Context: an optimization exercise on an open-source flow, tuned for small area. The choices shown serve that exercise and are no tape-out recipe.
The RTL was checked by simulation tests, not by an equivalence proof against the original design.

## ai_accel
module ai_accel
(
	rst_n,
	clk,
	addr,
	wr_en,
	accel_select,
	data_in,
	ctr,
	data_out
);
Settings: LEC_CHECK=0, CAP_MARGIN=0, CORE_MARGIN=2, CORE_UTILIZATION=60, CTS_BUF_LIST=sky130_fd_sc_hd__clkbuf_16, CTS_CLUSTER_DIAMETER=100, CTS_CLUSTER_SIZE=25, GPL_TIMING_DRIVEN=0, PLACE_DENSITY=0.7, SETUP_SLACK_MARGIN=0, SLEW_MARGIN=0, SYNTH_HIERARCHICAL=1, SYNTH_MINIMUM_KEEP_SIZE=0, REMOVE_ABC_BUFFERS=1, BUFFER_PORTS_ARGS=-buffer_cell sky130_fd_sc_hd__buf_2, CTS_ARGS=-sink_clustering_enable -repair_clock_nets -dont_use_dummy_load -sink_clustering_size 25 -sink_clustering_max_diameter 100 -buf_list sky130_fd_sc_hd__clkbuf_16; clock period 32.0 ns.
standard.sh (not shown) runs the stock make flow with config.mk's settings and CLKGATE_MAP_FILE= SYNTH_SCRIPT=/design/flow/synth_recipe.tcl, a recipe that flattens the netlist after the stock synthesis.
==> flow/flow/run.sh <==
#!/bin/bash
# Standard layout (standard.sh), except: the synthesis buffers are removed at
# floorplan, ports get buf_2 buffers, and CTS inserts no dummy loads.
set -e
cat >> config.mk <<'EOF'
export REMOVE_ABC_BUFFERS = 1
export BUFFER_PORTS_ARGS = -buffer_cell sky130_fd_sc_hd__buf_2
export CTS_ARGS = -sink_clustering_enable -repair_clock_nets -dont_use_dummy_load -sink_clustering_size 25 -sink_clustering_max_diameter 100 -buf_list sky130_fd_sc_hd__clkbuf_16
EOF
bash standard.sh > standard.log 2>&1
The first run went through all stages and came out clean.
Change:
==> flow/flow/run.sh (replaced) <==
#!/bin/bash
# Standard layout (standard.sh), except: the synthesis buffers are removed at
# floorplan, ports get buf_1 buffers, and CTS inserts no dummy loads.
set -e
cat >> config.mk <<'EOF'
export REMOVE_ABC_BUFFERS = 1
export BUFFER_PORTS_ARGS = -buffer_cell sky130_fd_sc_hd__buf_1
export CTS_ARGS = -sink_clustering_enable -repair_clock_nets -dont_use_dummy_load -sink_clustering_size 16 -sink_clustering_max_diameter 80 -buf_list sky130_fd_sc_hd__clkbuf_8
EOF
bash standard.sh > standard.log 2>&1
Settings changed: BUFFER_PORTS_ARGS -buffer_cell sky130_fd_sc_hd__buf_2 to -buffer_cell sky130_fd_sc_hd__buf_1, CAP_MARGIN 0 to 5, CTS_ARGS -sink_clustering_enable -repair_clock_nets -dont_use_dummy_load -sink_clustering_size 25 -sink_clustering_max_diameter 100 -buf_list sky130_fd_sc_hd__clkbuf_16 to -sink_clustering_enable -repair_clock_nets -dont_use_dummy_load -sink_clustering_size 16 -sink_clustering_max_diameter 80 -buf_list sky130_fd_sc_hd__clkbuf_8, CTS_BUF_LIST sky130_fd_sc_hd__clkbuf_16 to sky130_fd_sc_hd__clkbuf_8, CTS_CLUSTER_DIAMETER 100 to 80, CTS_CLUSTER_SIZE 25 to 16, SLEW_MARGIN 0 to 5.
=> The changed run went through all stages and came out clean; synthesized cell count stays the same; die area stays the same.
Change:
==> flow/flow/run.sh (replaced) <==
#!/bin/bash
# Standard layout (standard.sh), except: the synthesis buffers are removed at
# floorplan, ports get buf_2 buffers, and CTS inserts no dummy loads.
set -e
cat >> config.mk <<'EOF'
export REMOVE_ABC_BUFFERS = 1
export BUFFER_PORTS_ARGS = -buffer_cell sky130_fd_sc_hd__buf_2
export CTS_ARGS = -sink_clustering_enable -repair_clock_nets -dont_use_dummy_load -sink_clustering_size 25 -sink_clustering_max_diameter 100 -buf_list sky130_fd_sc_hd__clkbuf_16
EOF
bash standard.sh > standard.log 2>&1
Settings changed: BUFFER_PORTS_ARGS -buffer_cell sky130_fd_sc_hd__buf_1 to -buffer_cell sky130_fd_sc_hd__buf_2, CTS_ARGS -sink_clustering_enable -repair_clock_nets -dont_use_dummy_load -sink_clustering_size 16 -sink_clustering_max_diameter 80 -buf_list sky130_fd_sc_hd__clkbuf_8 to -sink_clustering_enable -repair_clock_nets -dont_use_dummy_load -sink_clustering_size 25 -sink_clustering_max_diameter 100 -buf_list sky130_fd_sc_hd__clkbuf_16, CTS_BUF_LIST sky130_fd_sc_hd__clkbuf_8 to sky130_fd_sc_hd__clkbuf_16, CTS_CLUSTER_DIAMETER 80 to 100, CTS_CLUSTER_SIZE 16 to 25.
=> Routed wire length came out lower by about 0.7%. Cell count is about the same. Design area came out higher by about 0.6%. Fmax stays flat. Global-route usage came out lower by 0.26 points.
Change:
Settings changed: CAP_MARGIN 5 to 20, SLEW_MARGIN 5 to 20.
What happened: The changed run completed with no timing, DRC or antenna violations; register-to-register slack gets worse by 0.33 ns; final area grows by 0.57%; wire length goes up by 0.73%; synthesized area stays the same; clock-buffer cell count does not change; hold slack hardly moves; first-iteration DRC count climbs by about 2%; critical path depth is higher by 1.

* * *

== the baseline ==
Another version of the RTL of ai_accel (not shown whole).
Size: ~2,000 cells after synthesis, ~270 flip-flops, roughly 120 I/O pins, roughly 0.024 sq mm of cells after synthesis.
Design ai_accel, start of the top module:
module ai_accel
(
	rst_n,
	clk,
	addr,
	wr_en,
	accel_select,
	data_in,
	ctr,
	data_out
);
	input rst_n;
	input clk;
	input [31:0] addr;
	input wr_en;
	input accel_select;
	input [31:0] data_in;
	output [31:0] data_out;
	output [15:0] ctr;
	reg go_bit;
	reg [1:0] st;           
	reg [31:0] data_A0, data_A1, data_A2;
	reg [31:0] data_B0, data_B1, data_B2, data_B3;
	reg vA0, vA1, vA2, vB0, vB1, vB2, vB3;
	reg [7:0] res1, res2, res3, res4;
	reg go_seen;            
	wire [3:0] fld = addr[5:2];
	wire wr = wr_en & accel_select;
	wire go_bit_in = wr & (fld == 4'b1000);
	wire done_bit = st[1] & st[0];
	wire [1:0] counter = {st[1], st[0] & ~st[1]};
	assign ctr = {14'b0, counter};
	wire wA0 = wr & (fld == 4'b1010);
	wire wA1 = wr & (fld == 4'b1011);
	wire wA2 = wr & (fld == 4'b1100);
	wire wB0 = wr & (fld == 4'b1101);
	wire wB1 = wr & (fld == 4'b1110);
	wire wB2 = wr & (fld == 4'b1111);
	wire wB3 = wr & (fld == 4'b0000);
	always @(posedge clk or negedge rst_n)
		if (~rst_n) begin
			go_bit <= 1'b0;
			go_seen <= 1'b0;
			st <= 2'd0;
			vA0 <= 1'b0;
			vA1 <= 1'b0;
			vA2 <= 1'b0;
			vB0 <= 1'b0;
			vB1 <= 1'b0;
			vB2 <= 1'b0;
			vB3 <= 1'b0;
		end else begin
			go_bit <= go_bit_in;
			if (go_bit_in) go_seen <= 1'b1;
			st <= go_bit_in ? 2'd0 : (done_bit ? st : st + 2'd1);
			if (wA0) vA0 <= 1'b1;
			if (wA1) vA1 <= 1'b1;
			if (wA2) vA2 <= 1'b1;
			if (wB0) vB0 <= 1'b1;
			if (wB1) vB1 <= 1'b1;
			if (wB2) vB2 <= 1'b1;
			if (wB3) vB3 <= 1'b1;
		end
	always @(posedge clk) begin
		if (wA0) data_A0 <= data_in;
  ...
clock: 32.0 ns
lec_check: 0
cap_margin: 20
core_margin: 2
core_utilization: 45
place_density: 0.6
setup_slack_margin: 0
slew_margin: 20
synth_hierarchical: 1
synth_minimum_keep_size: 0
run.sh (not shown) runs the stock make flow with config.mk's settings and CLKGATE_MAP_FILE= SYNTH_SCRIPT=/design/flow/synth_recipe.tcl, a recipe that flattens the netlist after the stock synthesis.
Stock flow here: none of the scripts above is used.
## Diff of input files: the candidate against the baseline
Settings: CTS_CLUSTER_SIZE newly set to 25; REMOVE_ABC_BUFFERS newly set to 1; CORE_UTILIZATION changed from 45 to 60; CTS_BUF_LIST newly set to sky130_fd_sc_hd__clkbuf_16; CTS_CLUSTER_DIAMETER newly set to 100; PLACE_DENSITY changed from 0.6 to 0.7; CTS_ARGS newly set to -sink_clustering_enable -repair_clock_nets -dont_use_dummy_load -sink_clustering_size 25 -sink_clustering_max_diameter 100 -buf_list sky130_fd_sc_hd__clkbuf_16; GPL_TIMING_DRIVEN newly set to 0; BUFFER_PORTS_ARGS newly set to -buffer_cell sky130_fd_sc_hd__buf_2.
==> flow/flow/run.sh (new file) <==
#!/bin/bash
# Standard layout (standard.sh), except: the synthesis buffers are removed at
# floorplan, ports get buf_2 buffers, and CTS inserts no dummy loads.
set -e
cat >> config.mk <<'EOF'
export REMOVE_ABC_BUFFERS = 1
export BUFFER_PORTS_ARGS = -buffer_cell sky130_fd_sc_hd__buf_2
export CTS_ARGS = -sink_clustering_enable -repair_clock_nets -dont_use_dummy_load -sink_clustering_size 25 -sink_clustering_max_diameter 100 -buf_list sky130_fd_sc_hd__clkbuf_16
EOF
bash standard.sh > standard.log 2>&1
==> flow/standard.sh (new file) <==
#!/bin/bash
# synth_recipe.tcl (not shown) runs the flow's synth.tcl, then flattens the netlist and writes it again
# the make line also repeats each setting of config.mk as NAME=value (left out here)
make -C /OpenROAD-flow-scripts/flow DESIGN_CONFIG=/design/flow/config.mk WORK_HOME=/design/flow/orfs CLKGATE_MAP_FILE= SYNTH_SCRIPT=/design/flow/synth_recipe.tcl "${@:-finish}"
removed: flow/run.sh
- From the candidate to the baseline, synthesized cell count did not move at all.
- The baseline ended up with more cell instances than the candidate did.
- [compare] base=the baseline new=the candidate: length of routed wiring on met1 now sits lower; global routing met2 resource utilization now sits higher; minimum period implied by the final worst setup slack now sits lower.

[re-timing with driven ports]
Ports are ideal in the flow. The routed layouts listed here were re-timed in OpenROAD.
Step 1 assumes that a clkbuf_16 drives the clock port and a buf_2 every other input.
Step 2 adds t to the input delays and takes it off the output delays; t is the mean of the earliest and latest rising clock arrival at the registers after step 1. Input paths then give back, and output paths get back, about the clock's delay inside the block.
a / b / c = no drivers / after step 1 / after step 2; a / b = the first two.
| run | t (ns) | setup slack, ns | hold WS [ns] | worst slew at a driven data input, ns |
|---|---|---|---|---|
| the first run of note 1 | 0.547 | 0.728 / 0.675 / 1.222 | 0.476 / 0.476 / 0.476 | 0.09 |
| the second run of note 1 | 0.603 | 0.600 / 0.553 / 1.156 | 0.478 / 0.478 / 0.478 | 0.07 |
| the third run of note 1 | 0.544 | 0.683 / 0.628 / 1.173 | 0.475 / 0.475 / 0.475 | 0.07 |
| the fourth run of note 1 | 0.530 | 0.519 / 0.472 / 1.001 | 0.475 / 0.475 / 0.475 | 0.09 |
| the baseline | 0.646 | 8.786 / 8.730 / 9.376 | 0.505 / 0.505 / 0.505 | 0.05 |
| the candidate | 0.545 | 9.402 / 9.344 / 9.889 | 0.524 / 0.524 / 0.524 | 0.07 |
After both steps setup and hold are still met in every run listed.
